Context: an optimization exercise on an open-source flow, tuned for small area. The choices shown serve that exercise and are no tape-out recipe. Function was checked by simulation only, so behaviour that the tests miss may differ from the original. No activity file was given, so power comes from the tool's default toggle rates.

===== flow/run.sh =====
#!/bin/bash
# Layout flow: the standard layout (standard.sh) with two changes:
# - the port buffers that global placement puts on every input and output
#   port are made from the smallest buffer cell (the resizer still upsizes
#   any that needs more drive);
# - clock tree synthesis adds no dummy loads (they only balance the leaf
#   buffers' loads and take area).
# Every tool's output goes to standard.log here, and ORFS's own logs.
export BUFFER_PORTS_ARGS="-buffer_cell sky130_fd_sc_hd__buf_1"
export CTS_ARGS="-sink_clustering_enable -repair_clock_nets -buf_list sky130_fd_sc_hd__clkbuf_16 -dont_use_dummy_load"
bash standard.sh finish > standard.log 2>&1

===== standard.sh =====
#!/bin/bash
# synth_recipe.tcl (not shown) runs the flow's synth.tcl, then flattens the netlist and writes it again
# the make line also repeats each setting of config.mk as NAME=value (left out here)
make -C /OpenROAD-flow-scripts/flow DESIGN_CONFIG=/design/flow/config.mk WORK_HOME=/design/flow/orfs CLKGATE_MAP_FILE= SYNTH_SCRIPT=/design/flow/synth_recipe.tcl "${@:-finish}"

===== config.mk =====
export PLATFORM = sky130hd
export DESIGN_NAME = calc
export DESIGN_NICKNAME = calc
export VERILOG_FILES = /design/flow/design.v
export SDC_FILE = /design/flow/constraint.sdc
export NUM_CORES = 4
export LEC_CHECK = 0
export CAP_MARGIN = 0
export CORE_MARGIN = 2
export CORE_UTILIZATION = 40
export CTS_BUF_LIST = sky130_fd_sc_hd__clkbuf_16
export GPL_TIMING_DRIVEN = 0
export SLEW_MARGIN = 0
export SYNTH_HIERARCHICAL = 1

===== constraint.sdc =====
create_clock -name core_clock -period 8.0 [get_ports {clk}]
set_input_delay 1.6000 -clock core_clock [delete_from_list [all_inputs] [get_ports {clk}]]
set_output_delay 1.6000 -clock core_clock [all_outputs]
set_load 0.01 [all_outputs]

===== design.v =====
`timescale 1ns / 1ps
module calc(clk, rst, validIn, dataIn, dataOut);
input clk, rst, validIn;
input  [15:0] dataIn;
output [15:0] dataOut;
reg [1:0] state;
reg [15:0] num1;
reg [15:0] dataOut;
wire inA = ~state[1] & ~state[0];
wire inB = state[0];
wire inC = state[1];
wire opAdd = dataOut[0];
wire isOp  = (dataIn[15:2] == 14'd0);
wire isInc  = isOp & dataIn[1] & dataIn[0];
wire selN   = (inB & ~(validIn & isInc)) | (inC & ~validIn);
wire selX   = inA | (inC & validIn & ~opAdd);
wire selOne = validIn & ((inC & opAdd) | (inB & isInc));
wire [15:0] mb;
assign mb[0] = (selN & num1[0]) | (selX & dataIn[0]) | selOne;
genvar gj;
generate for (gj = 1; gj < 16; gj = gj + 1) begin : g_mb
    ao22 u_mb (.a(selN), .b(num1[gj]), .c(selX), .d(dataIn[gj]), .y(mb[gj]));
end endgenerate
wire injHi = inC & opAdd;
wire injLo = inB | (inC & opAdd);
wire [15:0] prodN;
    wire pp_0_0;
    nd2 u_pp_0_0 (.a(num1[0]), .b(mb[0]), .y(pp_0_0));
    wire pp_1_0;
    nd2 u_pp_1_0 (.a(num1[1]), .b(mb[0]), .y(pp_1_0));
    wire pp_2_0;
    nd2 u_pp_2_0 (.a(num1[2]), .b(mb[0]), .y(pp_2_0));
    wire pp_3_0;
    nd2 u_pp_3_0 (.a(num1[3]), .b(mb[0]), .y(pp_3_0));
    wire pp_4_0;
    nd2 u_pp_4_0 (.a(num1[4]), .b(mb[0]), .y(pp_4_0));
    wire pp_5_0;
    nd2 u_pp_5_0 (.a(num1[5]), .b(mb[0]), .y(pp_5_0));
    wire pp_6_0;
    nd2 u_pp_6_0 (.a(num1[6]), .b(mb[0]), .y(pp_6_0));
    wire pp_7_0;
    nd2 u_pp_7_0 (.a(num1[7]), .b(mb[0]), .y(pp_7_0));
    wire pp_8_0;
    nd2 u_pp_8_0 (.a(num1[8]), .b(mb[0]), .y(pp_8_0));
    wire pp_9_0;
    nd2 u_pp_9_0 (.a(num1[9]), .b(mb[0]), .y(pp_9_0));
    wire pp_10_0;
    nd2 u_pp_10_0 (.a(num1[10]), .b(mb[0]), .y(pp_10_0));
    wire pp_11_0;
    nd2 u_pp_11_0 (.a(num1[11]), .b(mb[0]), .y(pp_11_0));
    wire pp_12_0;
    nd2 u_pp_12_0 (.a(num1[12]), .b(mb[0]), .y(pp_12_0));
    wire pp_13_0;
    nd2 u_pp_13_0 (.a(num1[13]), .b(mb[0]), .y(pp_13_0));
    wire pp_14_0;
    nd2 u_pp_14_0 (.a(num1[14]), .b(mb[0]), .y(pp_14_0));
    wire pp_15_0;
    nd2 u_pp_15_0 (.a(num1[15]), .b(mb[0]), .y(pp_15_0));
    wire pp_0_1;
    ao22n u_pp_0_1 (.a(num1[0]), .b(mb[1]), .c(dataIn[1]), .d(injHi), .y(pp_0_1));
    wire pp_1_1;
    ao22n u_pp_1_1 (.a(num1[1]), .b(mb[1]), .c(dataIn[2]), .d(injHi), .y(pp_1_1));
    wire pp_2_1;
    ao22n u_pp_2_1 (.a(num1[2]), .b(mb[1]), .c(dataIn[3]), .d(injHi), .y(pp_2_1));
    wire pp_3_1;
    ao22n u_pp_3_1 (.a(num1[3]), .b(mb[1]), .c(dataIn[4]), .d(injHi), .y(pp_3_1));
    wire pp_4_1;
    ao22n u_pp_4_1 (.a(num1[4]), .b(mb[1]), .c(dataIn[5]), .d(injHi), .y(pp_4_1));
    wire pp_5_1;
    ao22n u_pp_5_1 (.a(num1[5]), .b(mb[1]), .c(dataIn[6]), .d(injHi), .y(pp_5_1));
    wire pp_6_1;
    ao22n u_pp_6_1 (.a(num1[6]), .b(mb[1]), .c(dataIn[7]), .d(injHi), .y(pp_6_1));
    wire pp_7_1;
    ao22n u_pp_7_1 (.a(num1[7]), .b(mb[1]), .c(dataIn[8]), .d(injHi), .y(pp_7_1));
    wire pp_8_1;
    ao22n u_pp_8_1 (.a(num1[8]), .b(mb[1]), .c(dataIn[9]), .d(injHi), .y(pp_8_1));
    wire pp_9_1;
    ao22n u_pp_9_1 (.a(num1[9]), .b(mb[1]), .c(dataIn[10]), .d(injHi), .y(pp_9_1));
    wire pp_10_1;
    ao22n u_pp_10_1 (.a(num1[10]), .b(mb[1]), .c(dataIn[11]), .d(injHi), .y(pp_10_1));
    wire pp_11_1;
    ao22n u_pp_11_1 (.a(num1[11]), .b(mb[1]), .c(dataIn[12]), .d(injHi), .y(pp_11_1));
    wire pp_12_1;
    ao22n u_pp_12_1 (.a(num1[12]), .b(mb[1]), .c(dataIn[13]), .d(injHi), .y(pp_12_1));
    wire pp_13_1;
    ao22n u_pp_13_1 (.a(num1[13]), .b(mb[1]), .c(dataIn[14]), .d(injHi), .y(pp_13_1));
    wire pp_14_1;
    ao22n u_pp_14_1 (.a(num1[14]), .b(mb[1]), .c(dataIn[15]), .d(injHi), .y(pp_14_1));
    wire pp_0_2;
    nd2 u_pp_0_2 (.a(num1[0]), .b(mb[2]), .y(pp_0_2));
    wire pp_1_2;
    nd2 u_pp_1_2 (.a(num1[1]), .b(mb[2]), .y(pp_1_2));
    wire pp_2_2;
    nd2 u_pp_2_2 (.a(num1[2]), .b(mb[2]), .y(pp_2_2));
    wire pp_3_2;
    nd2 u_pp_3_2 (.a(num1[3]), .b(mb[2]), .y(pp_3_2));
    wire pp_4_2;
    nd2 u_pp_4_2 (.a(num1[4]), .b(mb[2]), .y(pp_4_2));
    wire pp_5_2;
    nd2 u_pp_5_2 (.a(num1[5]), .b(mb[2]), .y(pp_5_2));
    wire pp_6_2;
    nd2 u_pp_6_2 (.a(num1[6]), .b(mb[2]), .y(pp_6_2));
    wire pp_7_2;
    nd2 u_pp_7_2 (.a(num1[7]), .b(mb[2]), .y(pp_7_2));
    wire pp_8_2;
    nd2 u_pp_8_2 (.a(num1[8]), .b(mb[2]), .y(pp_8_2));
    wire pp_9_2;
    nd2 u_pp_9_2 (.a(num1[9]), .b(mb[2]), .y(pp_9_2));
    wire pp_10_2;
    nd2 u_pp_10_2 (.a(num1[10]), .b(mb[2]), .y(pp_10_2));
    wire pp_11_2;
    nd2 u_pp_11_2 (.a(num1[11]), .b(mb[2]), .y(pp_11_2));
    wire pp_12_2;
    nd2 u_pp_12_2 (.a(num1[12]), .b(mb[2]), .y(pp_12_2));
    wire pp_13_2;
    nd2 u_pp_13_2 (.a(num1[13]), .b(mb[2]), .y(pp_13_2));
    wire pp_0_3;
    nd2 u_pp_0_3 (.a(num1[0]), .b(mb[3]), .y(pp_0_3));
    wire pp_1_3;
    nd2 u_pp_1_3 (.a(num1[1]), .b(mb[3]), .y(pp_1_3));
    wire pp_2_3;
    nd2 u_pp_2_3 (.a(num1[2]), .b(mb[3]), .y(pp_2_3));
    wire pp_3_3;
    nd2 u_pp_3_3 (.a(num1[3]), .b(mb[3]), .y(pp_3_3));
    wire pp_4_3;
    nd2 u_pp_4_3 (.a(num1[4]), .b(mb[3]), .y(pp_4_3));
    wire pp_5_3;
    nd2 u_pp_5_3 (.a(num1[5]), .b(mb[3]), .y(pp_5_3));
    wire pp_6_3;
    nd2 u_pp_6_3 (.a(num1[6]), .b(mb[3]), .y(pp_6_3));
    wire pp_7_3;
    nd2 u_pp_7_3 (.a(num1[7]), .b(mb[3]), .y(pp_7_3));
    wire pp_8_3;
    nd2 u_pp_8_3 (.a(num1[8]), .b(mb[3]), .y(pp_8_3));
    wire pp_9_3;
    nd2 u_pp_9_3 (.a(num1[9]), .b(mb[3]), .y(pp_9_3));
    wire pp_10_3;
    nd2 u_pp_10_3 (.a(num1[10]), .b(mb[3]), .y(pp_10_3));
    wire pp_11_3;
    nd2 u_pp_11_3 (.a(num1[11]), .b(mb[3]), .y(pp_11_3));
    wire pp_12_3;
    nd2 u_pp_12_3 (.a(num1[12]), .b(mb[3]), .y(pp_12_3));
    wire pp_0_4;
    nd2 u_pp_0_4 (.a(num1[0]), .b(mb[4]), .y(pp_0_4));
    wire pp_1_4;
    nd2 u_pp_1_4 (.a(num1[1]), .b(mb[4]), .y(pp_1_4));
    wire pp_2_4;
    nd2 u_pp_2_4 (.a(num1[2]), .b(mb[4]), .y(pp_2_4));
    wire pp_3_4;
    nd2 u_pp_3_4 (.a(num1[3]), .b(mb[4]), .y(pp_3_4));
    wire pp_4_4;
    nd2 u_pp_4_4 (.a(num1[4]), .b(mb[4]), .y(pp_4_4));
    wire pp_5_4;
    nd2 u_pp_5_4 (.a(num1[5]), .b(mb[4]), .y(pp_5_4));
    wire pp_6_4;
    nd2 u_pp_6_4 (.a(num1[6]), .b(mb[4]), .y(pp_6_4));
    wire pp_7_4;
    nd2 u_pp_7_4 (.a(num1[7]), .b(mb[4]), .y(pp_7_4));
    wire pp_8_4;
    nd2 u_pp_8_4 (.a(num1[8]), .b(mb[4]), .y(pp_8_4));
    wire pp_9_4;
    nd2 u_pp_9_4 (.a(num1[9]), .b(mb[4]), .y(pp_9_4));
    wire pp_10_4;
    nd2 u_pp_10_4 (.a(num1[10]), .b(mb[4]), .y(pp_10_4));
    wire pp_11_4;
    nd2 u_pp_11_4 (.a(num1[11]), .b(mb[4]), .y(pp_11_4));
    wire pp_0_5;
    nd2 u_pp_0_5 (.a(num1[0]), .b(mb[5]), .y(pp_0_5));
    wire pp_1_5;
    nd2 u_pp_1_5 (.a(num1[1]), .b(mb[5]), .y(pp_1_5));
    wire pp_2_5;
    nd2 u_pp_2_5 (.a(num1[2]), .b(mb[5]), .y(pp_2_5));
    wire pp_3_5;
    nd2 u_pp_3_5 (.a(num1[3]), .b(mb[5]), .y(pp_3_5));
    wire pp_4_5;
    nd2 u_pp_4_5 (.a(num1[4]), .b(mb[5]), .y(pp_4_5));
    wire pp_5_5;
    nd2 u_pp_5_5 (.a(num1[5]), .b(mb[5]), .y(pp_5_5));
    wire pp_6_5;
    nd2 u_pp_6_5 (.a(num1[6]), .b(mb[5]), .y(pp_6_5));
    wire pp_7_5;
    nd2 u_pp_7_5 (.a(num1[7]), .b(mb[5]), .y(pp_7_5));
    wire pp_8_5;
    nd2 u_pp_8_5 (.a(num1[8]), .b(mb[5]), .y(pp_8_5));
    wire pp_9_5;
    nd2 u_pp_9_5 (.a(num1[9]), .b(mb[5]), .y(pp_9_5));
    wire pp_10_5;
    nd2 u_pp_10_5 (.a(num1[10]), .b(mb[5]), .y(pp_10_5));
    wire pp_0_6;
    nd2 u_pp_0_6 (.a(num1[0]), .b(mb[6]), .y(pp_0_6));
    wire pp_1_6;
    nd2 u_pp_1_6 (.a(num1[1]), .b(mb[6]), .y(pp_1_6));
    wire pp_2_6;
    nd2 u_pp_2_6 (.a(num1[2]), .b(mb[6]), .y(pp_2_6));
    wire pp_3_6;
    nd2 u_pp_3_6 (.a(num1[3]), .b(mb[6]), .y(pp_3_6));
    wire pp_4_6;
    nd2 u_pp_4_6 (.a(num1[4]), .b(mb[6]), .y(pp_4_6));
    wire pp_5_6;
    nd2 u_pp_5_6 (.a(num1[5]), .b(mb[6]), .y(pp_5_6));
    wire pp_6_6;
    nd2 u_pp_6_6 (.a(num1[6]), .b(mb[6]), .y(pp_6_6));
    wire pp_7_6;
    nd2 u_pp_7_6 (.a(num1[7]), .b(mb[6]), .y(pp_7_6));
    wire pp_8_6;
    nd2 u_pp_8_6 (.a(num1[8]), .b(mb[6]), .y(pp_8_6));
    wire pp_9_6;
    nd2 u_pp_9_6 (.a(num1[9]), .b(mb[6]), .y(pp_9_6));
    wire pp_0_7;
    nd2 u_pp_0_7 (.a(num1[0]), .b(mb[7]), .y(pp_0_7));
    wire pp_1_7;
    nd2 u_pp_1_7 (.a(num1[1]), .b(mb[7]), .y(pp_1_7));
    wire pp_2_7;
    nd2 u_pp_2_7 (.a(num1[2]), .b(mb[7]), .y(pp_2_7));
    wire pp_3_7;
    nd2 u_pp_3_7 (.a(num1[3]), .b(mb[7]), .y(pp_3_7));
    wire pp_4_7;
    nd2 u_pp_4_7 (.a(num1[4]), .b(mb[7]), .y(pp_4_7));
    wire pp_5_7;
    nd2 u_pp_5_7 (.a(num1[5]), .b(mb[7]), .y(pp_5_7));
    wire pp_6_7;
    nd2 u_pp_6_7 (.a(num1[6]), .b(mb[7]), .y(pp_6_7));
    wire pp_7_7;
    nd2 u_pp_7_7 (.a(num1[7]), .b(mb[7]), .y(pp_7_7));
    wire pp_8_7;
    nd2 u_pp_8_7 (.a(num1[8]), .b(mb[7]), .y(pp_8_7));
    wire pp_0_8;
    nd2 u_pp_0_8 (.a(num1[0]), .b(mb[8]), .y(pp_0_8));
    wire pp_1_8;
    nd2 u_pp_1_8 (.a(num1[1]), .b(mb[8]), .y(pp_1_8));
    wire pp_2_8;
    nd2 u_pp_2_8 (.a(num1[2]), .b(mb[8]), .y(pp_2_8));
    wire pp_3_8;
    nd2 u_pp_3_8 (.a(num1[3]), .b(mb[8]), .y(pp_3_8));
    wire pp_4_8;
    nd2 u_pp_4_8 (.a(num1[4]), .b(mb[8]), .y(pp_4_8));
    wire pp_5_8;
    nd2 u_pp_5_8 (.a(num1[5]), .b(mb[8]), .y(pp_5_8));
    wire pp_6_8;
    nd2 u_pp_6_8 (.a(num1[6]), .b(mb[8]), .y(pp_6_8));
    wire pp_7_8;
    nd2 u_pp_7_8 (.a(num1[7]), .b(mb[8]), .y(pp_7_8));
    wire pp_0_9;
    nd2 u_pp_0_9 (.a(num1[0]), .b(mb[9]), .y(pp_0_9));
    wire pp_1_9;
    nd2 u_pp_1_9 (.a(num1[1]), .b(mb[9]), .y(pp_1_9));
    wire pp_2_9;
    nd2 u_pp_2_9 (.a(num1[2]), .b(mb[9]), .y(pp_2_9));
    wire pp_3_9;
    nd2 u_pp_3_9 (.a(num1[3]), .b(mb[9]), .y(pp_3_9));
    wire pp_4_9;
    nd2 u_pp_4_9 (.a(num1[4]), .b(mb[9]), .y(pp_4_9));
    wire pp_5_9;
    nd2 u_pp_5_9 (.a(num1[5]), .b(mb[9]), .y(pp_5_9));
    wire pp_6_9;
    nd2 u_pp_6_9 (.a(num1[6]), .b(mb[9]), .y(pp_6_9));
    wire pp_0_10;
    nd2 u_pp_0_10 (.a(num1[0]), .b(mb[10]), .y(pp_0_10));
    wire pp_1_10;
    nd2 u_pp_1_10 (.a(num1[1]), .b(mb[10]), .y(pp_1_10));
    wire pp_2_10;
    nd2 u_pp_2_10 (.a(num1[2]), .b(mb[10]), .y(pp_2_10));
    wire pp_3_10;
    nd2 u_pp_3_10 (.a(num1[3]), .b(mb[10]), .y(pp_3_10));
    wire pp_4_10;
    nd2 u_pp_4_10 (.a(num1[4]), .b(mb[10]), .y(pp_4_10));
    wire pp_5_10;
    nd2 u_pp_5_10 (.a(num1[5]), .b(mb[10]), .y(pp_5_10));
    wire pp_0_11;
    nd2 u_pp_0_11 (.a(num1[0]), .b(mb[11]), .y(pp_0_11));
    wire pp_1_11;
    nd2 u_pp_1_11 (.a(num1[1]), .b(mb[11]), .y(pp_1_11));
    wire pp_2_11;
    nd2 u_pp_2_11 (.a(num1[2]), .b(mb[11]), .y(pp_2_11));
    wire pp_3_11;
    nd2 u_pp_3_11 (.a(num1[3]), .b(mb[11]), .y(pp_3_11));
    wire pp_4_11;
    nd2 u_pp_4_11 (.a(num1[4]), .b(mb[11]), .y(pp_4_11));
    wire pp_0_12;
    nd2 u_pp_0_12 (.a(num1[0]), .b(mb[12]), .y(pp_0_12));
    wire pp_1_12;
    nd2 u_pp_1_12 (.a(num1[1]), .b(mb[12]), .y(pp_1_12));
    wire pp_2_12;
    nd2 u_pp_2_12 (.a(num1[2]), .b(mb[12]), .y(pp_2_12));
    wire pp_3_12;
    nd2 u_pp_3_12 (.a(num1[3]), .b(mb[12]), .y(pp_3_12));
    wire pp_0_13;
    nd2 u_pp_0_13 (.a(num1[0]), .b(mb[13]), .y(pp_0_13));
    wire pp_1_13;
    nd2 u_pp_1_13 (.a(num1[1]), .b(mb[13]), .y(pp_1_13));
    wire pp_2_13;
    nd2 u_pp_2_13 (.a(num1[2]), .b(mb[13]), .y(pp_2_13));
    wire pp_0_14;
    nd2 u_pp_0_14 (.a(num1[0]), .b(mb[14]), .y(pp_0_14));
    wire pp_1_14;
    nd2 u_pp_1_14 (.a(num1[1]), .b(mb[14]), .y(pp_1_14));
    wire pp_0_15;
    nd2 u_pp_0_15 (.a(num1[0]), .b(mb[15]), .y(pp_0_15));
    wire pp_inj0 = ~(dataIn[0] & injLo);
    wire s1;
    xn2 u_s1 (.a(pp_2_0), .b(pp_1_1), .y(s1));
    wire c2 = pp_2_0 | pp_1_1;
    wire s3, c4;
    fa u_s3 (.a(pp_3_0), .b(pp_2_1), .c(pp_1_2), .s(s3), .co(c4));
    wire s5;
    xn2 u_s5 (.a(pp_0_3), .b(c2), .y(s5));
    wire c6 = pp_0_3 | c2;
    wire s7, c8;
    fa u_s7 (.a(pp_4_0), .b(pp_3_1), .c(pp_2_2), .s(s7), .co(c8));
    wire s9, c10;
    fa u_s9 (.a(pp_1_3), .b(pp_0_4), .c(c6), .s(s9), .co(c10));
    wire s11;
    xn2 u_s11 (.a(c4), .b(s7), .y(s11));
    wire c12 = c4 | s7;
    wire s13, c14;
    fa u_s13 (.a(pp_5_0), .b(pp_4_1), .c(pp_3_2), .s(s13), .co(c14));
    wire s15, c16;
    fa u_s15 (.a(pp_2_3), .b(pp_1_4), .c(pp_0_5), .s(s15), .co(c16));
    wire s17, c18;
    fa u_s17 (.a(c8), .b(s13), .c(s15), .s(s17), .co(c18));
    wire s19;
    xn2 u_s19 (.a(c12), .b(c10), .y(s19));
    wire c20 = c12 | c10;
    wire s21, c22;
    fa u_s21 (.a(pp_6_0), .b(pp_5_1), .c(pp_4_2), .s(s21), .co(c22));
    wire s23, c24;
    fa u_s23 (.a(pp_3_3), .b(pp_2_4), .c(pp_1_5), .s(s23), .co(c24));
    wire s25, c26;
    fa u_s25 (.a(pp_0_6), .b(c14), .c(c16), .s(s25), .co(c26));
    wire s27, c28;
    fa u_s27 (.a(s21), .b(s23), .c(c18), .s(s27), .co(c28));
    wire s29;
    xn2 u_s29 (.a(s25), .b(c20), .y(s29));
    wire c30 = s25 | c20;
    wire s31, c32;
    fa u_s31 (.a(pp_7_0), .b(pp_6_1), .c(pp_5_2), .s(s31), .co(c32));
    wire s33, c34;
    fa u_s33 (.a(pp_4_3), .b(pp_3_4), .c(pp_2_5), .s(s33), .co(c34));
    wire s35, c36;
    fa u_s35 (.a(pp_1_6), .b(pp_0_7), .c(c22), .s(s35), .co(c36));
    wire s37, c38;
    fa u_s37 (.a(c24), .b(s31), .c(s33), .s(s37), .co(c38));
    wire s39, c40;
    fa u_s39 (.a(c26), .b(s35), .c(s37), .s(s39), .co(c40));
    wire s41;
    xn2 u_s41 (.a(c30), .b(c28), .y(s41));
    wire c42 = c30 | c28;
    wire s43, c44;
    fa u_s43 (.a(pp_8_0), .b(pp_7_1), .c(pp_6_2), .s(s43), .co(c44));
    wire s45, c46;
    fa u_s45 (.a(pp_5_3), .b(pp_4_4), .c(pp_3_5), .s(s45), .co(c46));
    wire s47, c48;
    fa u_s47 (.a(pp_2_6), .b(pp_1_7), .c(pp_0_8), .s(s47), .co(c48));
    wire s49, c50;
    fa u_s49 (.a(c32), .b(c34), .c(s43), .s(s49), .co(c50));
    wire s51, c52;
    fa u_s51 (.a(s45), .b(s47), .c(c36), .s(s51), .co(c52));
    wire s53, c54;
    fa u_s53 (.a(c38), .b(s49), .c(s51), .s(s53), .co(c54));
    wire s55;
    xn2 u_s55 (.a(c40), .b(c42), .y(s55));
    wire c56 = c40 | c42;
    wire s57, c58;
    fa u_s57 (.a(pp_9_0), .b(pp_8_1), .c(pp_7_2), .s(s57), .co(c58));
    wire s59, c60;
    fa u_s59 (.a(pp_6_3), .b(pp_5_4), .c(pp_4_5), .s(s59), .co(c60));
    wire s61, c62;
    fa u_s61 (.a(pp_3_6), .b(pp_2_7), .c(pp_1_8), .s(s61), .co(c62));
    wire s63, c64;
    fa u_s63 (.a(pp_0_9), .b(c44), .c(c46), .s(s63), .co(c64));
    wire s65, c66;
    fa u_s65 (.a(c48), .b(s57), .c(s59), .s(s65), .co(c66));
    wire s67, c68;
    fa u_s67 (.a(s61), .b(c50), .c(s63), .s(s67), .co(c68));
    wire s69, c70;
    fa u_s69 (.a(s65), .b(c52), .c(s67), .s(s69), .co(c70));
    wire s71;
    xn2 u_s71 (.a(c54), .b(c56), .y(s71));
    wire c72 = c54 | c56;
    wire s73, c74;
    fa u_s73 (.a(pp_10_0), .b(pp_9_1), .c(pp_8_2), .s(s73), .co(c74));
    wire s75, c76;
    fa u_s75 (.a(pp_7_3), .b(pp_6_4), .c(pp_5_5), .s(s75), .co(c76));
    wire s77, c78;
    fa u_s77 (.a(pp_4_6), .b(pp_3_7), .c(pp_2_8), .s(s77), .co(c78));
    wire s79, c80;
    fa u_s79 (.a(pp_1_9), .b(pp_0_10), .c(c58), .s(s79), .co(c80));
    wire s81, c82;
    fa u_s81 (.a(c60), .b(c62), .c(s73), .s(s81), .co(c82));
    wire s83, c84;
    fa u_s83 (.a(s75), .b(s77), .c(c64), .s(s83), .co(c84));
    wire s85, c86;
    fa u_s85 (.a(c66), .b(s79), .c(s81), .s(s85), .co(c86));
    wire s87, c88;
    fa u_s87 (.a(c68), .b(s83), .c(s85), .s(s87), .co(c88));
    wire s89;
    xn2 u_s89 (.a(c70), .b(c72), .y(s89));
    wire c90 = c70 | c72;
    wire s91, c92;
    fa u_s91 (.a(pp_11_0), .b(pp_10_1), .c(pp_9_2), .s(s91), .co(c92));
    wire s93, c94;
    fa u_s93 (.a(pp_8_3), .b(pp_7_4), .c(pp_6_5), .s(s93), .co(c94));
    wire s95, c96;
    fa u_s95 (.a(pp_5_6), .b(pp_4_7), .c(pp_3_8), .s(s95), .co(c96));
    wire s97, c98;
    fa u_s97 (.a(pp_2_9), .b(pp_1_10), .c(pp_0_11), .s(s97), .co(c98));
    wire s99, c100;
    fa u_s99 (.a(c74), .b(c76), .c(c78), .s(s99), .co(c100));
    wire s101, c102;
    fa u_s101 (.a(s91), .b(s93), .c(s95), .s(s101), .co(c102));
    wire s103, c104;
    fa u_s103 (.a(s97), .b(c80), .c(c82), .s(s103), .co(c104));
    wire s105, c106;
    fa u_s105 (.a(s99), .b(s101), .c(c84), .s(s105), .co(c106));
    wire s107, c108;
    fa u_s107 (.a(c86), .b(s103), .c(s105), .s(s107), .co(c108));
    wire s109;
    xn2 u_s109 (.a(c88), .b(c90), .y(s109));
    wire c110 = c88 | c90;
    wire s111, c112;
    fa u_s111 (.a(pp_12_0), .b(pp_11_1), .c(pp_10_2), .s(s111), .co(c112));
    wire s113, c114;
    fa u_s113 (.a(pp_9_3), .b(pp_8_4), .c(pp_7_5), .s(s113), .co(c114));
    wire s115, c116;
    fa u_s115 (.a(pp_6_6), .b(pp_5_7), .c(pp_4_8), .s(s115), .co(c116));
    wire s117, c118;
    fa u_s117 (.a(pp_3_9), .b(pp_2_10), .c(pp_1_11), .s(s117), .co(c118));
    wire s119, c120;
    fa u_s119 (.a(pp_0_12), .b(c92), .c(c94), .s(s119), .co(c120));
    wire s121, c122;
    fa u_s121 (.a(c96), .b(c98), .c(s111), .s(s121), .co(c122));
    wire s123, c124;
    fa u_s123 (.a(s113), .b(s115), .c(s117), .s(s123), .co(c124));
    wire s125, c126;
    fa u_s125 (.a(c100), .b(c102), .c(s119), .s(s125), .co(c126));
    wire s127, c128;
    fa u_s127 (.a(s121), .b(s123), .c(c104), .s(s127), .co(c128));
    wire s129, c130;
    fa u_s129 (.a(s125), .b(c106), .c(s127), .s(s129), .co(c130));
    wire s131;
    xn2 u_s131 (.a(c108), .b(s129), .y(s131));
    wire c132 = c108 | s129;
    wire s133, c134;
    fa u_s133 (.a(pp_13_0), .b(pp_12_1), .c(pp_11_2), .s(s133), .co(c134));
    wire s135, c136;
    fa u_s135 (.a(pp_10_3), .b(pp_9_4), .c(pp_8_5), .s(s135), .co(c136));
    wire s137, c138;
    fa u_s137 (.a(pp_7_6), .b(pp_6_7), .c(pp_5_8), .s(s137), .co(c138));
    wire s139, c140;
    fa u_s139 (.a(pp_4_9), .b(pp_3_10), .c(pp_2_11), .s(s139), .co(c140));
    wire s141, c142;
    fa u_s141 (.a(pp_1_12), .b(pp_0_13), .c(c112), .s(s141), .co(c142));
    wire s143, c144;
    fa u_s143 (.a(c114), .b(c116), .c(c118), .s(s143), .co(c144));
    wire s145, c146;
    fa u_s145 (.a(s133), .b(s135), .c(s137), .s(s145), .co(c146));
    wire s147, c148;
    fa u_s147 (.a(s139), .b(c120), .c(c122), .s(s147), .co(c148));
    wire s149, c150;
    fa u_s149 (.a(c124), .b(s141), .c(s143), .s(s149), .co(c150));
    wire s151, c152;
    fa u_s151 (.a(s145), .b(c126), .c(s147), .s(s151), .co(c152));
    wire s153, c154;
    fa u_s153 (.a(s149), .b(c128), .c(s151), .s(s153), .co(c154));
    wire s155;
    xn2 u_s155 (.a(c130), .b(s153), .y(s155));
    wire c156 = c130 | s153;
    wire s157, c158;
    fa u_s157 (.a(pp_14_0), .b(pp_13_1), .c(pp_12_2), .s(s157), .co(c158));
    wire s159, c160;
    fa u_s159 (.a(pp_11_3), .b(pp_10_4), .c(pp_9_5), .s(s159), .co(c160));
    wire s161, c162;
    fa u_s161 (.a(pp_8_6), .b(pp_7_7), .c(pp_6_8), .s(s161), .co(c162));
    wire s163, c164;
    fa u_s163 (.a(pp_5_9), .b(pp_4_10), .c(pp_3_11), .s(s163), .co(c164));
    wire s165, c166;
    fa u_s165 (.a(pp_2_12), .b(pp_1_13), .c(pp_0_14), .s(s165), .co(c166));
    wire s167, c168;
    fa u_s167 (.a(c134), .b(c136), .c(c138), .s(s167), .co(c168));
    wire s169, c170;
    fa u_s169 (.a(c140), .b(s157), .c(s159), .s(s169), .co(c170));
    wire s171, c172;
    fa u_s171 (.a(s161), .b(s163), .c(s165), .s(s171), .co(c172));
    wire s173, c174;
    fa u_s173 (.a(c142), .b(c144), .c(c146), .s(s173), .co(c174));
    wire s175, c176;
    fa u_s175 (.a(s167), .b(s169), .c(s171), .s(s175), .co(c176));
    wire s177, c178;
    fa u_s177 (.a(c148), .b(c150), .c(s173), .s(s177), .co(c178));
    wire s179, c180;
    fa u_s179 (.a(s175), .b(c152), .c(s177), .s(s179), .co(c180));
    wire s181;
    xn2 u_s181 (.a(c154), .b(s179), .y(s181));
    wire c182 = c154 | s179;
    wire t183;
    xn2 u_t183 (.a(pp_15_0), .b(pp_14_1), .y(t183));
    wire s184;
    xn2 u_s184 (.a(t183), .b(pp_13_2), .y(s184));
    wire t185;
    xn2 u_t185 (.a(pp_12_3), .b(pp_11_4), .y(t185));
    wire s186;
    xn2 u_s186 (.a(t185), .b(pp_10_5), .y(s186));
    wire t187;
    xn2 u_t187 (.a(pp_9_6), .b(pp_8_7), .y(t187));
    wire s188;
    xn2 u_s188 (.a(t187), .b(pp_7_8), .y(s188));
    wire t189;
    xn2 u_t189 (.a(pp_6_9), .b(pp_5_10), .y(t189));
    wire s190;
    xn2 u_s190 (.a(t189), .b(pp_4_11), .y(s190));
    wire t191;
    xn2 u_t191 (.a(pp_3_12), .b(pp_2_13), .y(t191));
    wire s192;
    xn2 u_s192 (.a(t191), .b(pp_1_14), .y(s192));
    wire t193;
    xn2 u_t193 (.a(pp_0_15), .b(s184), .y(t193));
    wire s194;
    xn2 u_s194 (.a(t193), .b(s186), .y(s194));
    wire t195;
    xn2 u_t195 (.a(s188), .b(s190), .y(t195));
    wire s196;
    xn2 u_s196 (.a(t195), .b(s192), .y(s196));
    wire t197;
    xn2 u_t197 (.a(c158), .b(c160), .y(t197));
    wire s198;
    xn2 u_s198 (.a(t197), .b(c162), .y(s198));
    wire t199;
    xn2 u_t199 (.a(c164), .b(c166), .y(t199));
    wire s200;
    xn2 u_s200 (.a(t199), .b(s194), .y(s200));
    wire t201;
    xn2 u_t201 (.a(s196), .b(s198), .y(t201));
    wire s202;
    xn2 u_s202 (.a(t201), .b(c168), .y(s202));
    wire t203;
    xn2 u_t203 (.a(c170), .b(c172), .y(t203));
    wire s204;
    xn2 u_s204 (.a(t203), .b(s200), .y(s204));
    wire t205;
    xn2 u_t205 (.a(s202), .b(c174), .y(t205));
    wire s206;
    xn2 u_s206 (.a(t205), .b(s204), .y(s206));
    wire t207;
    xn2 u_t207 (.a(c176), .b(s206), .y(t207));
    wire s208;
    xn2 u_s208 (.a(t207), .b(c178), .y(s208));
    wire t209;
    xn2 u_t209 (.a(s208), .b(c180), .y(t209));
    wire s210;
    xn2 u_s210 (.a(t209), .b(c182), .y(s210));
    wire s211;
    xn2 u_s211 (.a(pp_0_0), .b(pp_inj0), .y(s211));
    wire c212 = pp_0_0 | pp_inj0;
    wire s213, c214;
    fa u_s213 (.a(pp_1_0), .b(pp_0_1), .c(c212), .s(s213), .co(c214));
    wire s215, c216;
    fa u_s215 (.a(pp_0_2), .b(s1), .c(c214), .s(s215), .co(c216));
    wire s217, c218;
    fa u_s217 (.a(s5), .b(s3), .c(c216), .s(s217), .co(c218));
    wire s219, c220;
    fa u_s219 (.a(s11), .b(s9), .c(c218), .s(s219), .co(c220));
    wire s221, c222;
    fa u_s221 (.a(s19), .b(s17), .c(c220), .s(s221), .co(c222));
    wire s223, c224;
    fa u_s223 (.a(s29), .b(s27), .c(c222), .s(s223), .co(c224));
    wire s225, c226;
    fa u_s225 (.a(s41), .b(s39), .c(c224), .s(s225), .co(c226));
    wire s227, c228;
    fa u_s227 (.a(s55), .b(s53), .c(c226), .s(s227), .co(c228));
    wire s229, c230;
    fa u_s229 (.a(s71), .b(s69), .c(c228), .s(s229), .co(c230));
    wire s231, c232;
    fa u_s231 (.a(s87), .b(s89), .c(c230), .s(s231), .co(c232));
    wire s233, c234;
    fa u_s233 (.a(s107), .b(s109), .c(c232), .s(s233), .co(c234));
    wire s235, c236;
    fa u_s235 (.a(c110), .b(s131), .c(c234), .s(s235), .co(c236));
    wire s237;
    xn2 u_s237 (.a(c132), .b(s155), .y(s237));
    wire c238 = c132 | s155;
    wire s239, c240;
    fa u_s239 (.a(c156), .b(s181), .c(c238), .s(s239), .co(c240));
    wire s241;
    xn2 u_s241 (.a(s210), .b(c240), .y(s241));
    wire s242 = c132 ^ s155;
    wire c243 = c132 & s155;
    wire s244, c245;
    fa u_s244 (.a(c156), .b(s181), .c(c243), .s(s244), .co(c245));
    wire s246;
    xn2 u_s246 (.a(s210), .b(c245), .y(s246));
    wire m247 = c236 ? s237 : s242;
    wire m248 = c236 ? s239 : s244;
    wire m249 = c236 ? s241 : s246;
    assign prodN = {m249, m248, m247, s235, s233, s231, s229, s227, s225, s223, s221, s219, s217, s215, s213, s211};
wire selRes = inC | (inB & isOp & dataIn[1]);
wire [1:0] stn = inB ? (isOp ? (dataIn[1] ? 2'b00 : 2'b10) : 2'b01) : (inC ? 2'b00 : 2'b01);
wire ld    = validIn & ~rst;
wire sResN = ~(ld & selRes);
wire sIn   = ld & ~selRes;
wire sOld  = ~validIn & ~rst;
wire [15:0] dNext;
genvar gi;
generate for (gi = 0; gi < 16; gi = gi + 1) begin : g_out
    omux u_omux (.pn(prodN[gi]), .x(dataIn[gi]), .q(dataOut[gi]),
                 .s1n(sResN), .s2(sIn), .s3(sOld), .d(dNext[gi]));
end endgenerate
always @(posedge clk) begin
    num1 <= mb;
    if (rst)
        state <= 2'b00;
    else if (validIn)
        state <= stn;
    dataOut <= dNext;
end
endmodule
module fa(input a, input b, input c, output s, output co);
assign s = a ^ b ^ c;
assign co = (a & b) | (a & c) | (b & c);
endmodule
module xn2(input a, input b, output y);
assign y = ~(a ^ b);
endmodule
module omux(input pn, input x, input q, input s1n, input s2, input s3, output d);
assign d = ~((s1n | pn) & ~((x & s2) | (q & s3)));
endmodule
module nd2(input a, input b, output y);
assign y = ~(a & b);
endmodule
module ao22n(input a, input b, input c, input d, output y);
assign y = ~((a & b) | (c & d));
endmodule
module ao22(input a, input b, input c, input d, output y);
assign y = (a & b) | (c & d);
endmodule

==> flow_summary_export.csv, run 1 <==
group,metric,value,unit
run_status,outcome,"timing/DRC/antenna clean",
final_layout,nets,570,
job,cap_viol_max_count,0,
setup_path,cp-start-kind,"input pin",
place,hpwl,8.47,mm
route,finalWirelength,11.2,mm
global_route,grt.overflow.total,0,
synth,ys_warn_count,7,
setup_path,crit-reg2reg-launch,"state[1]$_SDFFE_PP0P_",
global_route,grt_pass1_wl,18.4,mm
floorplan,fp-row-count,37,
synth,syn_area,4270,µm²
worst_hold_path,min-delay-start,"dataOut[7]$_DFF_P_",
global_route,grt_use_total,21.1,%
sta,hold_viol,0,
floorplan,dieArea,11500,µm²
clock_network,cts_root_buf,"clkbuf_16",
setup_path,cp.required,8.20,ns
place,gp_congestion,0.879,
place,post-place-ws,-0.917,ns
pwr,leakage,1.53,nW
setup_path,cp_max_fo,6,
sta,fin_crit_sh,96.6,%
synth,synth_ff_type,"dfxtp_1",
setup_path,rr_endpoint,"dataOut[15]$_DFF_P_",
synth,yosysUniqueCellTypes,35,
synth,syn_avg_cell_area,10.4,µm²
sta,slew_headroom,19.9,%
sta,clock_skew,0.0150,ns
sta,min_period,7.73,ns
synth,synthesis.nets,525,
sta,fmax,129,MHz
synth,seq_area_frac_synth,15.9,%
worst_hold_path,min_path_cells,2,
sta,timing.final.ws_setup,0.272,ns
sta,tightest_slew,1.20,ns
setup_path,crit_type,"input pin to register",
worst_hold_path,hold_end,"dataOut[7]$_DFF_P_",
route,vias_per_cell,5.64,
route,antenna_left,0,
global_route,grt_max_degree,18,
global_route,antenna_found_initial,0,
synth,async_flop_share,0,%
sta,rsz0062_at_grt,"no",
clock_network,cts_tree,"done",
clock_network,cts_buffer_depth,2,
route,detail_route.iter0.violations,305,
floorplan,start_util,41.4,%
route,drc,0,
setup_path,regToRegSetupSlack,0.79,ns
route,first_pass_iters,5,
final_layout,antennaDiodeCount,0,
setup_path,end_kind,"register",
clock_network,clock_latency,0.29,ns
sta,setup_viol_count_final,0,
place,port_buffers,33,
floorplan,coreArea,10300,µm²
route,wl_met2,5.59,mm
synth,synthCells,412,
setup_path,cp.arrival,7.93,ns
floorplan,ios,35,
setup_path,reg2regPathDepth,20,
route,highest_layer,"met4",
synth,synth_edf_count,0,
pwr,power,2.61,mW
clock_network,hold_buffers,0,
final_layout,layout-drive-gt1-share,13.4,%
floorplan,die_width,107,µm
clock_network,cts_buffers,5,
worst_hold_path,hp-class,"register to register",
route,wl_per_cell,19.0,µm
clock_network,htree_levels,2,
sta,slew_violations,0,
clock_network,clock-sinks,34,
global_route,grt_pass1_vias,3492,
pwr,ir_worst_vdd,0.000414,V
route,route.met3.wl,533,µm
route,wl_met1,4.94,mm
final_layout,fill_cells,969,
clock_network,clk_pin_slew,0.05,ns
route,vias,3331,
synth,ys_ff_latch,34,
pwr,power_density,543,nW/µm²
floorplan,die_height,107,µm
final_layout,utilization,46.5,%
final_layout,area_growth_syn_to_layout,12.4,%
## Yosys cell counts, types with 2 or more instances
library cell | number | area [µm²]
nand2_1 | 124 | 465
fa_1 | 92 | 1840
xnor2_1 | 45 | 394
dfxtp_1 | 34 | 681
a22oi_1 | 16 | 120
o21ai_1 | 16 | 80.1
a22o_1 | 15 | 131
a22oi_2 | 15 | 188
or2_2 | 8 | 50.1
nor2_1 | 6 | 22.5
inv_1 | 5 | 18.8
clkbuf_1 | 3 | 11.3
mux2_2 | 3 | 33.8
nor4_1 | 3 | 18.8
a21oi_1 | 2 | 10.0
and2_1 | 2 | 12.5
ha_1 | 2 | 25.0
nand4b_1 | 2 | 17.5
or3_1 | 2 | 12.5
or3_4 | 2 | 22.5
## area by class of cell
| type | instances | area, µm² | share of cell area (%) |
|---|---|---|---|
| inverters | 5 | 18.8 | 0.391 |
| flip-flops and latches | 34 | 681 | 14.2 |
| well taps | 136 | 170 | 3.55 |
| repair buffers | 38 | 168 | 3.49 |
| multi-input cells | 369 | 3620 | 75.4 |
| clock buffers | 5 | 125 | 2.61 |
| plain buffers | 4 | 20.0 | 0.417 |
## cell families (layout without fill, tap and decap cells)
logic type	count (synthesis)	count (layout)	share of synthesized area, %
AO/OA/AOI/OAI	72	72	13.8
AND/OR/NAND/NOR	155	155	15.6
flip-flops	34	34	15.9
multiplexers	3	3	0.791
adder cells (fa/ha/maj)	94	94	43.7
XOR/XNOR	45	45	9.23
buffers and inverters	9	52	0.879
## through the flow
stage	instances	area, µm²	setup TNS [ns]	hold slack (ns)
after CTS	591	4790	0	0.502
after detailed placement	582	4590	-3.87	0.490
after floorplan	412	4280	0	0.473
after global routing	591	4800	0	0.529
final	591	4800	0	0.497
after global placement	581	4580	-3.65	0.481
## registers in the layout, summed over array words and instances, names as in the netlist
| signal | count |
|---|---|
| state | 2 |
| dataOut | 16 |
| num1 | 16 |
## worst max-delay path by stage
stage	start	to	slack (ns)	cells past startpoint
5_1_grt	dataIn[14]	dataOut[14]$_DFF_P_	0.006	22
2_1_floorplan	dataIn[3]	dataOut[13]$_DFF_P_	0.04	21
4_1_cts	dataIn[10]	dataOut[15]$_DFF_P_	0.03	22
3_3_place_gp	dataIn[9]	dataOut[15]$_DFF_P_	-0.87	22
6_report	dataIn[14]	dataOut[15]$_DFF_P_	0.27	22
3_5_place_dp	dataIn[9]	dataOut[15]$_DFF_P_	-0.92	22
## modules after synthesis (local to each module, per instance)
| module | copies in the design | cells inside | flops+latches |
|---|---|---|---|
| calc | 1 | 92 | 34 |
| fa | 92 | 1 | 0 |
| ao22n | 15 | 1 | 0 |
| omux | 16 | 2 | 0 |
| ao22 | 15 | 1 | 0 |
| xn2 | 45 | 1 | 0 |
| nd2 | 121 | 1 | 0 |
## metal layers
| layer | global-route usage, % | vias to the layer above |
|---|---|---|
| met4 | 5.29 | 0 |
| li1 | - | 1476 |
| met3 | 2.66 | 10 |
| met5 | 0 | - |
| met2 | 35.8 | 109 |
| met1 | 28.9 | 1736 |
## critical path, cell delays in order
cell and delay (ns):
buf_1 0.13, nor4_2 0.31, and4_1 0.22, clkbuf_2 0.15, and2_1 0.13, a221o_2 0.17
nand2_1 0.07, or2_2 0.34, fa_1 0.39, fa_1 0.40, fa_2 0.36, fa_2 0.35
fa_2 0.35, fa_2 0.35, fa_2 0.35, fa_2 0.35, fa_1 0.38, fa_2 0.36
fa_2 0.35, fa_2 0.40, mux2_2 0.30, o21ai_1 0.12
## power by group
part | internal (mW) | switching, mW | leakage (nW)
combinational | 1.13 | 1.07 | 1.19
clock | 0.110 | 0.0684 | 0.0616
sequential | 0.186 | 0.0391 | 0.283
## what timing repair did
item | CTS | global route
pin swaps | 3 | 3
gates cloned | 0 | 0
resized for setup | 13 | 3
endpoints found under the setup margin | 5 | 4
setup buffers | 4 | 0
## cell usage in the layout, fill, tap and decap left out, drive strengths merged, types with 2 or more instances in the layout
cell and n:
buf 39, nor4 3, a22o 15, nand4b 2, ha 2, dfxtp 34
nor2 6, nand2 124, fa 92, a22oi 31, xnor2 45, a21oi 2
o21ai 17, inv 5, mux2 3, and2 2, clkbuf 8, or3 5
or2 9
==> inputs of run 2 (changes only) <==
--- a/flow/run.sh
+++ b/flow/run.sh
@@ -7,5 +7,5 @@
 #   buffers' loads and take area).
 # Every tool's output goes to standard.log here, and ORFS's own logs.
 export BUFFER_PORTS_ARGS="-buffer_cell sky130_fd_sc_hd__buf_1"
-export CTS_ARGS="-sink_clustering_enable -repair_clock_nets -buf_list sky130_fd_sc_hd__clkbuf_16 -dont_use_dummy_load"
+export CTS_ARGS="-sink_clustering_enable -repair_clock_nets -buf_list sky130_fd_sc_hd__clkbuf_8 -sink_clustering_size 40 -sink_clustering_max_diameter 200 -dont_use_dummy_load"
 bash standard.sh finish > standard.log 2>&1
--- a/config.mk
+++ b/config.mk
@@ -8,7 +8,7 @@
 export CAP_MARGIN = 0
 export CORE_MARGIN = 2
 export CORE_UTILIZATION = 40
-export CTS_BUF_LIST = sky130_fd_sc_hd__clkbuf_16
+export CTS_BUF_LIST = sky130_fd_sc_hd__clkbuf_8
 export GPL_TIMING_DRIVEN = 0
 export SLEW_MARGIN = 0
 export SYNTH_HIERARCHICAL = 1
==> run 2 against run 1 <==
Clock-buffer cell count stayed put. Sequential power hardly changed. Combinational power hardly changed. Sequential cell count stayed put. Critical endpoint unchanged. Largest power group unchanged.
==> flow_summary_export.csv, run 2 <==
group,metric,value,unit
clock_network,cts_buffer_depth,2,
final_layout,layout-drive-gt1-share,13.4,%
sta,hold-worst-slack,0.500,ns
sta,hold_viol,0,
pwr,p_comb_share,86.6,%
clock_network,hold_buffers,0,
floorplan,die_width,107,µm
clock_network,clk_pin_slew,0.06,ns
pwr,power,2.54,mW
global_route,grt.overflow.total,0,
sta,rsz0062_at_grt,"no",
clock_network,cts_buffers,5,
floorplan,start_util,41.4,%
final_layout,area_growth_syn_to_layout,11.1,%
clock_network,clock-sinks,34,
synth,synthAdderAreaFrac,43.7,%
synth,synthesis.nets,525,
sta,slew_violations,0,
worst_hold_path,min_path_cells,2,
final_layout,utilization,45.9,%
synth,synthMuxAreaShare,0.791,%
synth,synth_compound_area_share,13.8,%
setup_path,path_common_cell,"fa_2",
sta,tns,0,ns
clock_network,cts_root_buf,"clkbuf_8",
clock_network,clock_latency,0.30,ns
final_layout,final_common_cell,"nand2_1",
setup_path,max_stage_delay,0.40,ns
global_route,grt_max_degree,18,
sta,min_period,7.74,ns
synth,yosysUniqueCellTypes,35,
route,drc,0,
job,cap_viol_max_count,0,
route,antenna_left,0,
pwr,leakage,1.51,nW
synth,seq_area_frac_synth,15.9,%
synth,synth_xor_area_share,9.23,%
sta,fmax,129,MHz
synth,synth_ff_type,"dfxtp_1",
setup_path,crit_type,"input pin to register",
final_layout,instances_no_fill,591,
floorplan,coreArea,10300,µm²
synth,yosys.area.top_type_share,43.1,%
synth,ys_warn_count,7,
pwr,clkPwrFrac,4.6,%
route,finalWirelength,11.2,mm
final_layout,nets,570,
sta,setup_viol_count_final,0,
route,vias_per_cell,5.63,
synth,synthCells,412,
synth,synth_top_family_by_area,"adder cells",
synth,syn_area,4270,µm²
global_route,grt_use_total,21.0,%
final_layout,fill_cells,975,
setup_path,crit_path_cell_trace,"buf_2, nor4_2, and4_1, clkbuf_2, and2_1, a221o_2, nand2_1, or2_2, fa_1, fa_1, fa_2, fa_2, fa_2, fa_2, fa_2, fa_2, fa_1, fa_2, fa_2, fa_2, mux2_2, o21ai_1",
floorplan,ios,35,
pwr,power.internal,1.37,mW
setup_path,cp.required,8.20,ns
setup_path,cp_max_fo,6,
final_layout,mostFrequentLayoutCells,"124 x nand2_1, 83 x fa_1, 45 x xnor2_1",
route,first_pass_iters,5,
floorplan,fp-row-count,37,
pwr,power_density,536,nW/µm²
pwr,p_switching,1.17,mW
synth,yosys.area_share.simple,15.6,%
place,gp_congestion,0.879,
synth,synth_edf_count,0,
final_layout,antennaDiodeCount,0,
place,port_buffers,33,
setup_path,reg2regPathDepth,20,
synth,synth_common_cells,"124 x nand2_1, 92 x fa_1, 45 x xnor2_1, 34 x dfxtp_1",
global_route,antenna_found_initial,0,
clock_network,htree_levels,2,
worst_hold_path,hp-class,"register to register",
floorplan,die_height,107,µm
global_route,grt_pass1_wl,18.4,mm
synth,synth_area_leaders,"fa_1 43%, dfxtp_1 16%, nand2_1 11%",
final_layout,largestRegisters,"dataOut (16), num1 (16), state (2)",
run_status,outcome,"timing/DRC/antenna clean",
floorplan,dieArea,11500,µm²
synth,ys_ff_latch,34,
synth,syn_avg_cell_area,10.4,µm²
sta,fin_crit_sh,96.7,%
setup_path,cp_slowest_cell,"fa_1",
clock_network,cts_tree,"done",
place,hpwl,8.47,mm
pwr,ir_worst_vdd,0.000414,V
synth,async_flop_share,0,%
route,vias,3327,
sta,slew_headroom,19.8,%
route,detail_route.iter0.violations,273,
synth,synth_most_common_cell,"nand2_1",
sta,tightest_slew,1.20,ns
sta,clock_skew,0.0252,ns
pwr,swShare,46.2,%
setup_path,end_kind,"register",
place,placed_cells,582,
setup_path,cp-start-kind,"input pin",
pwr,p_seq_share,8.8,%
route,wl_per_cell,19.0,µm
setup_path,cp.arrival,7.94,ns
synth,yosysTopAreaCell,"fa_1",
global_route,grt_pass1_vias,3500,
==> run 2: metrics by stage <==
stage,instance area [µm²],setup slack (ns)
detailed placement,4590,-0.917
global placement,4580,-0.869
finish,4740,0.262
floorplan,4280,0.0376
CTS,4740,0.0397
global route,4740,0.0109
==> run 2: metal layers <==
| layer | wire [µm] | vias up | track usage, % | share of wire (%) |
|---|---|---|---|---|
| met1 | 4800 | 1715 | 28.9 | 43 |
| met5 | 0 | - | 0 | 0 |
| li1 | - | 1471 | - | - |
| met2 | 5550 | 130 | 35.8 | 49 |
| met3 | 722 | 11 | 2.66 | 6.4 |
| met4 | 146 | 0 | 4.45 | 1.3 |
==> run 2: kinds of logic after synthesis <==
family	count (synthesis)
mux	3
simple gates	155
flops	34
xor+xnor	45
compound gates	72
fa+ha+maj	94
buf+inv	9
==> run 2: critical path, delay by kind of cell <==
family | cells | cell delay (ns)
and+or+nand+nor | 5 | 1.07
buffers and inverters | 2 | 0.30
adders and majority gates | 12 | 4.39
muxes | 1 | 0.30
AOI/OAI and AO/OA | 2 | 0.28
==> run 2: area by class of cell <==
type	instances	area [µm²]	share of cell area [%]
inverters	5	18.8	0.396
multi-input cells	369	3620	76.3
flip-flops and latches	34	681	14.3
plain buffers	4	20.0	0.422
well taps	136	170	3.59
repair buffers	38	168	3.53
clock buffers	5	68.8	1.45
==> run 2: final timing paths <==
check / endpoint / from / slack, ns
worst max-delay path: dataOut[15]$_DFF_P_ / dataIn[10] / 0.26
worst min register to register: dataOut[7]$_DFF_P_ / dataOut[7]$_DFF_P_ / 0.50
worst min-delay path: dataOut[7]$_DFF_P_ / dataOut[7]$_DFF_P_ / 0.50
worst max register to register: dataOut[15]$_DFF_P_ / state[1]$_SDFFE_PP0P_ / 0.76
==> run 2: power by group through the flow <==
stage | Sequential (mW) | Combinational [mW] | Clock [mW]
finish | 0.224 | 2.20 | 0.117
global route | 0.227 | 2.53 | 0.127
CTS | 0.223 | 2.27 | 0.122
detailed placement | 0.227 | 2.22 | 0
global placement | 0.227 | 2.16 | 0
floorplan | 0.214 | 1.71 | 0
==> run 2: timing repair <==
| action | 4_1_cts | 5_1_grt |
|---|---|---|
| cloned | 0 | 0 |
| pin swaps | 3 | 3 |
| resized for setup | 13 | 3 |
| endpoints found under the hold margin | 0 | 0 |
| endpoints found under the setup margin | 5 | 4 |
| setup buffers | 4 | 0 |
==> run 2: Yosys stat by module (local to each module, per instance) <==
module | cells inside | cell area, µm² | copies in the design
ao22n | 1 | 12.5 | 15
xn2 | 1 | 8.76 | 45
fa | 1 | 20.0 | 92
ao22 | 1 | 8.76 | 15
nd2 | 1 | 3.75 | 121
omux | 2 | 12.5 | 16
calc | 92 | 1060 | 1
==> inputs of run 3 (changes only) <==
--- a/flow/run.sh
+++ b/flow/run.sh
@@ -7,5 +7,5 @@
 #   buffers' loads and take area).
 # Every tool's output goes to standard.log here, and ORFS's own logs.
 export BUFFER_PORTS_ARGS="-buffer_cell sky130_fd_sc_hd__buf_1"
-export CTS_ARGS="-sink_clustering_enable -repair_clock_nets -buf_list sky130_fd_sc_hd__clkbuf_8 -sink_clustering_size 40 -sink_clustering_max_diameter 200 -dont_use_dummy_load"
+export CTS_ARGS="-sink_clustering_enable -repair_clock_nets -buf_list sky130_fd_sc_hd__clkbuf_4 -dont_use_dummy_load"
 bash standard.sh finish > standard.log 2>&1
--- a/config.mk
+++ b/config.mk
@@ -7,8 +7,8 @@
 export LEC_CHECK = 0
 export CAP_MARGIN = 0
 export CORE_MARGIN = 2
-export CORE_UTILIZATION = 40
-export CTS_BUF_LIST = sky130_fd_sc_hd__clkbuf_8
+export CORE_UTILIZATION = 55
+export CTS_BUF_LIST = sky130_fd_sc_hd__clkbuf_4
 export GPL_TIMING_DRIVEN = 0
 export SLEW_MARGIN = 0
 export SYNTH_HIERARCHICAL = 1
==> run 3 against run 2 <==
Worst hold slack gained 0.019 ns. Highest routed layer unchanged. Register-to-register slack lost 0.04 ns. Critical path type unchanged. Clock power shrank 26%.
==> flow_summary_export.csv, run 3 <==
group,metric,value,unit
route,antenna_left,0,
global_route,busiest_layer,"met2",
final_layout,final_common_cell,"nand2_1",
worst_hold_path,hp-class,"register to register",
floorplan,coreArea,7610,µm²
synth,ys_warn_count,7,
sta,tns,0,ns
global_route,antenna_found_initial,0,
clock_network,clock-sinks,34,
floorplan,start_util,56.1,%
global_route,use_met1,38.5,%
clock_network,cts_buffer_depth,2,
clock_network,clk_pin_slew,0.13,ns
place,post-place-ws,-0.926,ns
global_route,met3_usage,2.88,%
route,wl_per_cell,19.7,µm
clock_network,cts_root_buf,"clkbuf_4",
setup_path,crit_type,"input pin to register",
final_layout,largestRegisters,"dataOut (16), num1 (16), state (2)",
sta,timing.final.ws_setup,0.215,ns
synth,synthesis.nets,525,
route,first_pass_iters,4,
sta,rsz0062_at_grt,"no",
synth,yosysUniqueCellTypes,35,
synth,synth_ff_type,"dfxtp_1",
sta,tightest_slew,1.13,ns
clock_network,cts_buffers,5,
global_route,grt_pass1_wl,18.2,mm
floorplan,ios,35,
clock_network,clock_latency,0.35,ns
final_layout,antennaDiodeCount,0,
synth,syn_avg_cell_area,10.4,µm²
final_layout,layout-drive-gt1-share,13.3,%
setup_path,cp-start-kind,"input pin",
floorplan,die_height,92.1,µm
synth,synthCells,412,
place,gp_congestion,0.885,
synth,seq_area_frac_synth,15.9,%
pwr,leakage,1.50,nW
run_status,outcome,"timing/DRC/antenna clean",
sta,fmax,128,MHz
route,vias,3309,
sta,hold_viol,0,
synth,yosys.area.top_type_share,43.1,%
route,detail_route.iter0.violations,169,
final_layout,area_growth_syn_to_layout,9.67,%
clock_network,htree_levels,2,
synth,async_flop_share,0,%
sta,clock_skew,0.0349,ns
clock_network,cts_tree,"done",
final_layout,nets,572,
synth,syn_area,4270,µm²
global_route,grt.overflow.total,0,
global_route,grt_max_degree,18,
sta,slew_headroom,24.3,%
setup_path,regToRegSetupSlack,0.72,ns
setup_path,cp.arrival,8.07,ns
place,hpwl,8.21,mm
pwr,ir_worst_vdd,0.00131,V
global_route,met2_usage,48.5,%
job,cap_viol_max_count,0,
synth,ys_ff_latch,34,
synth,synth_common_cells,"124 x nand2_1, 92 x fa_1, 45 x xnor2_1, 34 x dfxtp_1",
synth,synth_edf_count,0,
floorplan,dieArea,8490,µm²
global_route,grt_use_total,28.3,%
route,vias_per_cell,5.92,
synth,synth_area_leaders,"fa_1 43%, dfxtp_1 16%, nand2_1 11%",
setup_path,cp.required,8.28,ns
sta,fin_crit_sh,97.3,%
sta,hold-worst-slack,0.519,ns
pwr,power_density,547,nW/µm²
setup_path,end_kind,"register",
floorplan,die_width,92.1,µm
route,finalWirelength,11.0,mm
sta,slew_violations,0,
setup_path,cp_max_fo,6,
sta,min_period,7.79,ns
final_layout,mostFrequentLayoutCells,"124 x nand2_1, 84 x fa_1, 45 x xnor2_1",
synth,synth_most_common_cell,"nand2_1",
sta,setup_viol_count_final,0,
final_layout,utilization,61.6,%
synth,yosysTopAreaCell,"fa_1",
global_route,grt_pass1_vias,3477,
place,port_buffers,33,
route,drc,0,
floorplan,fp-row-count,32,
run 3: cell type report:
cell class                      count  area [µm²]
Multi-Input combinational cell    369        3610
Fill cell                         687        2920
Sequential cell                    34         681
Timing Repair Buffer               40         181
Tap cell                          102         128
Clock buffer                        5        37.5
Buffer                              4        22.5
Inverter                            5        18.8
run 3: metrics by stage:
stage / std cells / instance area, µm² / power (mW)
final: 559 / 4680 / 2.56
after detailed placement: 548 / 4550 / 2.47
after global placement: 547 / 4530 / 2.40
after floorplan: 412 / 4280 / 1.93
after global routing: 559 / 4680 / 2.87
after CTS: 559 / 4670 / 2.60
run 3: layer usage:
metal	vias up	routed length (µm)
li1	1481	-
met1	1707	4710
met3	16	506
met4	0	291
met5	-	0
met2	105	5520
run 3: power by group:
part / switching (mW) / total (mW) / internal, mW
clock network: 0.0572 / 0.0867 / 0.0294
registers: 0.0380 / 0.223 / 0.185
logic: 1.12 / 2.25 / 1.14
total: 1.21 / 2.56 / 1.35
run 3: per-module statistics from Yosys (local to each module, per instance):
module | cells | flip-flops and latches
omux | 2 | 0
xn2 | 1 | 0
calc | 92 | 34
ao22n | 1 | 0
ao22 | 1 | 0
fa | 1 | 0
nd2 | 1 | 0
run 3: final timing paths:
kind / startpoint / end / depth (start not counted)
setup / recovery: dataIn[13] / dataOut[14]$_DFF_P_ / 22
hold / removal: dataOut[1]$_DFF_P_ / dataOut[1]$_DFF_P_ / 2
setup reg to reg: state[1]$_SDFFE_PP0P_ / dataOut[14]$_DFF_P_ / 20
hold reg to reg: dataOut[1]$_DFF_P_ / dataOut[1]$_DFF_P_ / 2
run 3: cell families (layout without fill, tap and decap cells):
| kind of cell | Yosys count | in the layout | share of synthesized area [%] |
|---|---|---|---|
| simple gates | 155 | 155 | 15.6 |
| fa+ha+maj | 94 | 94 | 43.7 |
| compound gates | 72 | 72 | 13.8 |
| xor+xnor | 45 | 45 | 9.23 |
| flops | 34 | 34 | 15.9 |
| buf+inv | 9 | 54 | 0.879 |
| mux | 3 | 3 | 0.791 |
run 3: repair_timing:
item                       4_1_cts  5_1_grt
pin swaps                        6        2
resized for setup               11        4
buffers inserted                 6        0
hold buffers                     0        0
setup endpoints to repair        5        4
run 3: worst max-delay path: stages:
cell	delay, ns
buf_1	0.14
nor4_2	0.33
and4_1	0.23
clkbuf_4	0.17
and2_1	0.13
a221o_2	0.16
nand2_1	0.08
or2_2	0.35
fa_1	0.39
fa_1	0.41
fa_2	0.36
fa_2	0.35
fa_2	0.36
fa_2	0.36
fa_2	0.35
fa_1	0.38
fa_1	0.39
fa_2	0.37
fa_2	0.34
fa_2	0.41
mux2_2	0.30
o21ai_1	0.13
==> inputs of run 4 (changes only) <==
==> flow/run.sh (replaced) <==
#!/bin/bash
# Layout flow: the standard layout (standard.sh) with these changes:
# - the port buffers that global placement puts on every input and output
#   port are made from the smallest buffer cell (the resizer still upsizes
#   any that needs more drive);
# - clock tree synthesis adds no dummy loads (they only balance the leaf
#   buffers' loads and take area);
# - after global routing, ORFS's power recovery (repair_timing
#   -recover_power) downsizes gates on paths that have slack to spare.
# Every tool's output goes to standard.log here, and ORFS's own logs.
export BUFFER_PORTS_ARGS="-buffer_cell sky130_fd_sc_hd__buf_1"
export CTS_ARGS="-sink_clustering_enable -repair_clock_nets -buf_list sky130_fd_sc_hd__clkbuf_8 -dont_use_dummy_load"
export RECOVER_POWER=100
bash standard.sh finish > standard.log 2>&1
--- a/config.mk
+++ b/config.mk
@@ -7,8 +7,7 @@
 export LEC_CHECK = 0
 export CAP_MARGIN = 0
 export CORE_MARGIN = 2
-export CORE_UTILIZATION = 55
-export CTS_BUF_LIST = sky130_fd_sc_hd__clkbuf_4
-export GPL_TIMING_DRIVEN = 0
+export CORE_UTILIZATION = 40
+export CTS_BUF_LIST = sky130_fd_sc_hd__clkbuf_8
 export SLEW_MARGIN = 0
 export SYNTH_HIERARCHICAL = 1
==> run 4 against run 3 <==
Now fails the layout checks on max-capacitance violations, max-slew violations. Synthesized area unchanged. Largest power group unchanged. Clock-buffer cell count unchanged. Combinational power down 5%. Sequential share of layout area down 0.66 points. Register-to-register slack better by 0.55 ns.
==> flow_summary_export.csv, run 4 <==
group,metric,value,unit
run_status,outcome,"finished with violations",
run_status,so_faults,"max-capacitance violations, max-slew violations",
clock_network,hold_buffers,0,
setup_path,cp-start-kind,"input pin",
synth,seq_area_frac_synth,15.9,%
synth,ys_ff_latch,34,
global_route,grt.overflow.total,0,
route,drc,0,
synth,synthCells,412,
synth,yosysTopAreaCell,"fa_1",
final_layout,antennaDiodeCount,0,
place,port_buffers,34,
synth,syn_area,4270,µm²
floorplan,fp-row-count,37,
setup_path,crit_type,"input pin to register",
clock_network,clk_pin_slew,0.07,ns
route,finalWirelength,11.4,mm
synth,syn_avg_cell_area,10.4,µm²
route,detail_route.iter0.violations,183,
sta,clock_skew,0.0262,ns
worst_hold_path,hp-class,"register to register",
clock_network,cts_root_buf,"clkbuf_8",
floorplan,coreArea,10300,µm²
synth,synth_ff_type,"dfxtp_1",
global_route,grt_use_total,21.7,%
clock_network,htree_levels,2,
sta,fin_crit_sh,97.0,%
synth,synthMuxAreaShare,0.791,%
global_route,grt_pass1_vias,3680,
synth,synth_area_leaders,"fa_1 43%, dfxtp_1 16%, nand2_1 11%",
synth,synth_top_family_by_area,"adder cells",
sta,setup_viol_count_final,0,
pwr,leakage,1.62,nW
sta,tns,0,ns
route,vias,3358,
sta,slew_headroom,-37.7,%
synth,yosysUniqueCellTypes,35,
setup_path,crit-reg2reg-launch,"state[1]$_SDFFE_PP0P_",
job,cap_viol_max_count,1,
synth,synth_common_cells,"124 x nand2_1, 92 x fa_1, 45 x xnor2_1, 34 x dfxtp_1",
route,wl_per_cell,18.4,µm
synth,synthAdderAreaFrac,43.7,%
final_layout,largestRegisters,"dataOut (16), num1 (16), state (2)",
route,antenna_left,0,
setup_path,cp.required,8.21,ns
final_layout,nets,599,
floorplan,start_util,41.4,%
synth,ys_warn_count,7,
sta,hold_viol,0,
synth,yosys.area_share.simple,15.6,%
synth,synth_xor_area_share,9.23,%
clock_network,cts_tree,"done",
final_layout,mostFrequentLayoutCells,"124 x nand2_1, 86 x fa_1, 45 x xnor2_1",
setup_path,cp.arrival,7.96,ns
pwr,power_density,503,nW/µm²
place,gp_congestion,0.833,
place,hpwl,8.86,mm
global_route,antenna_found_initial,0,
route,first_pass_iters,4,
synth,yosys.area.top_type_share,43.1,%
sta,tightest_slew,2.06,ns
floorplan,ios,35,
setup_path,cp_max_fo,4,
sta,slew_violations,17,
sta,hold-worst-slack,0.504,ns
synth,synth_compound_area_share,13.8,%
clock_network,cts_buffer_depth,2,
sta,rsz0062_at_grt,"no",
setup_path,end_kind,"register",
pwr,ir_worst_vdd,0.000509,V
sta,min_period,7.76,ns
floorplan,die_height,107,µm
global_route,grt_pass1_wl,18.9,mm
clock_network,clock_latency,0.30,ns
setup_path,worstSetupStartpoint,"dataIn[10]",
global_route,grt_max_degree,17,
final_layout,final_common_cell,"nand2_1",
synth,synth_edf_count,0,
sta,fmax,129,MHz
clock_network,clock-sinks,34,
floorplan,die_width,107,µm
final_layout,layout-drive-gt1-share,15.9,%
synth,async_flop_share,0,%
final_layout,area_growth_syn_to_layout,14.9,%
worst_hold_path,min-delay-start,"dataOut[5]$_DFF_P_",
floorplan,dieArea,11500,µm²
route,vias_per_cell,5.42,
clock_network,cts_buffers,5,
synth,synth_most_common_cell,"nand2_1",
synth,synthesis.nets,525,
[run 4: cell type report]
class                   count  area, µm²
flip-flops and latches     34        681
multi-input cells         369       3580
fillers                  1002       5420
repair buffers             71        383
clock buffers               5       68.8
inverters                   5       18.8
well taps                 136        170
[run 4: worst paths after layout]
kind / to / slack (ns) / depth (start not counted)
setup / recovery: dataOut[15]$_DFF_P_ / 0.24 / 22
hold / removal: dataOut[5]$_DFF_P_ / 0.50 / 2
setup reg to reg: dataOut[15]$_DFF_P_ / 1.27 / 21
hold reg to reg: dataOut[5]$_DFF_P_ / 0.50 / 2
[run 4: logic make-up (layout without fill, tap and decap cells)]
family / after synthesis / in the layout
and+or+nand+nor: 155 / 155
adders and majority gates: 94 / 94
AOI/OAI and AO/OA: 72 / 72
xor gates and xnor gates: 45 / 45
DFF: 34 / 34
buffers and inverters: 9 / 81
muxes: 3 / 3
[run 4: metal layers]
| layer | GRT usage [%] | vias up | part of all wire, % |
|---|---|---|---|
| li1 | - | 1534 | - |
| met1 | 29.2 | 1711 | 45 |
| met2 | 35.3 | 94 | 49 |
| met3 | 3.03 | 19 | 3.9 |
| met4 | 8.91 | 0 | 2.5 |
| met5 | 0 | - | 0 |
[run 4: Yosys stat by module, one instance, submodules excluded]
| module | cell area, µm² | flops+latches | cells inside |
|---|---|---|---|
| ao22n | 12.5 | 0 | 1 |
| omux | 12.5 | 0 | 2 |
| xn2 | 8.76 | 0 | 1 |
| calc | 1060 | 34 | 92 |
| nd2 | 3.75 | 0 | 1 |
| fa | 20.0 | 0 | 1 |
| ao22 | 8.76 | 0 | 1 |
[run 4: critical path, cell delays in order]
cell,delay [ns]
buf_1,0.09
nor4_1,0.28
buf_4,0.16
and4_4,0.23
and2_1,0.12
a221o_2,0.15
nand2_1,0.06
or2_2,0.31
fa_1,0.39
fa_2,0.35
fa_1,0.39
fa_2,0.36
fa_2,0.35
fa_2,0.35
fa_1,0.39
fa_1,0.39
fa_1,0.39
fa_1,0.39
fa_2,0.36
fa_2,0.44
mux2_2,0.29
o21ai_1,0.12
[run 4: timing repair]
item                       CTS  global route
pin swaps                    1             2
setup endpoints to repair    3             4
setup buffers                0             0
resized for setup            1             7
[run 4: report_power, final]
group          switching (mW)  internal (mW)  leakage, nW
Combinational            1.03           1.10         1.30
Clock                  0.0659         0.0563       0.0359
Sequential             0.0302          0.185        0.283
Total                    1.13           1.34         1.62
[run 4: metrics by stage]
step,worst slack [ns],utilization (%),cell area (µm²),total power [mW],std cells
final,0.243,47.5,4910,2.47,620
after global routing,0.00647,47.5,4910,2.80,620
after CTS,0.0250,47.6,4920,2.52,620
after detailed placement,-0.305,46.9,4840,2.39,615
after global placement,-0.192,46.9,4840,2.35,615
after floorplan,0.0376,-,4280,1.93,412
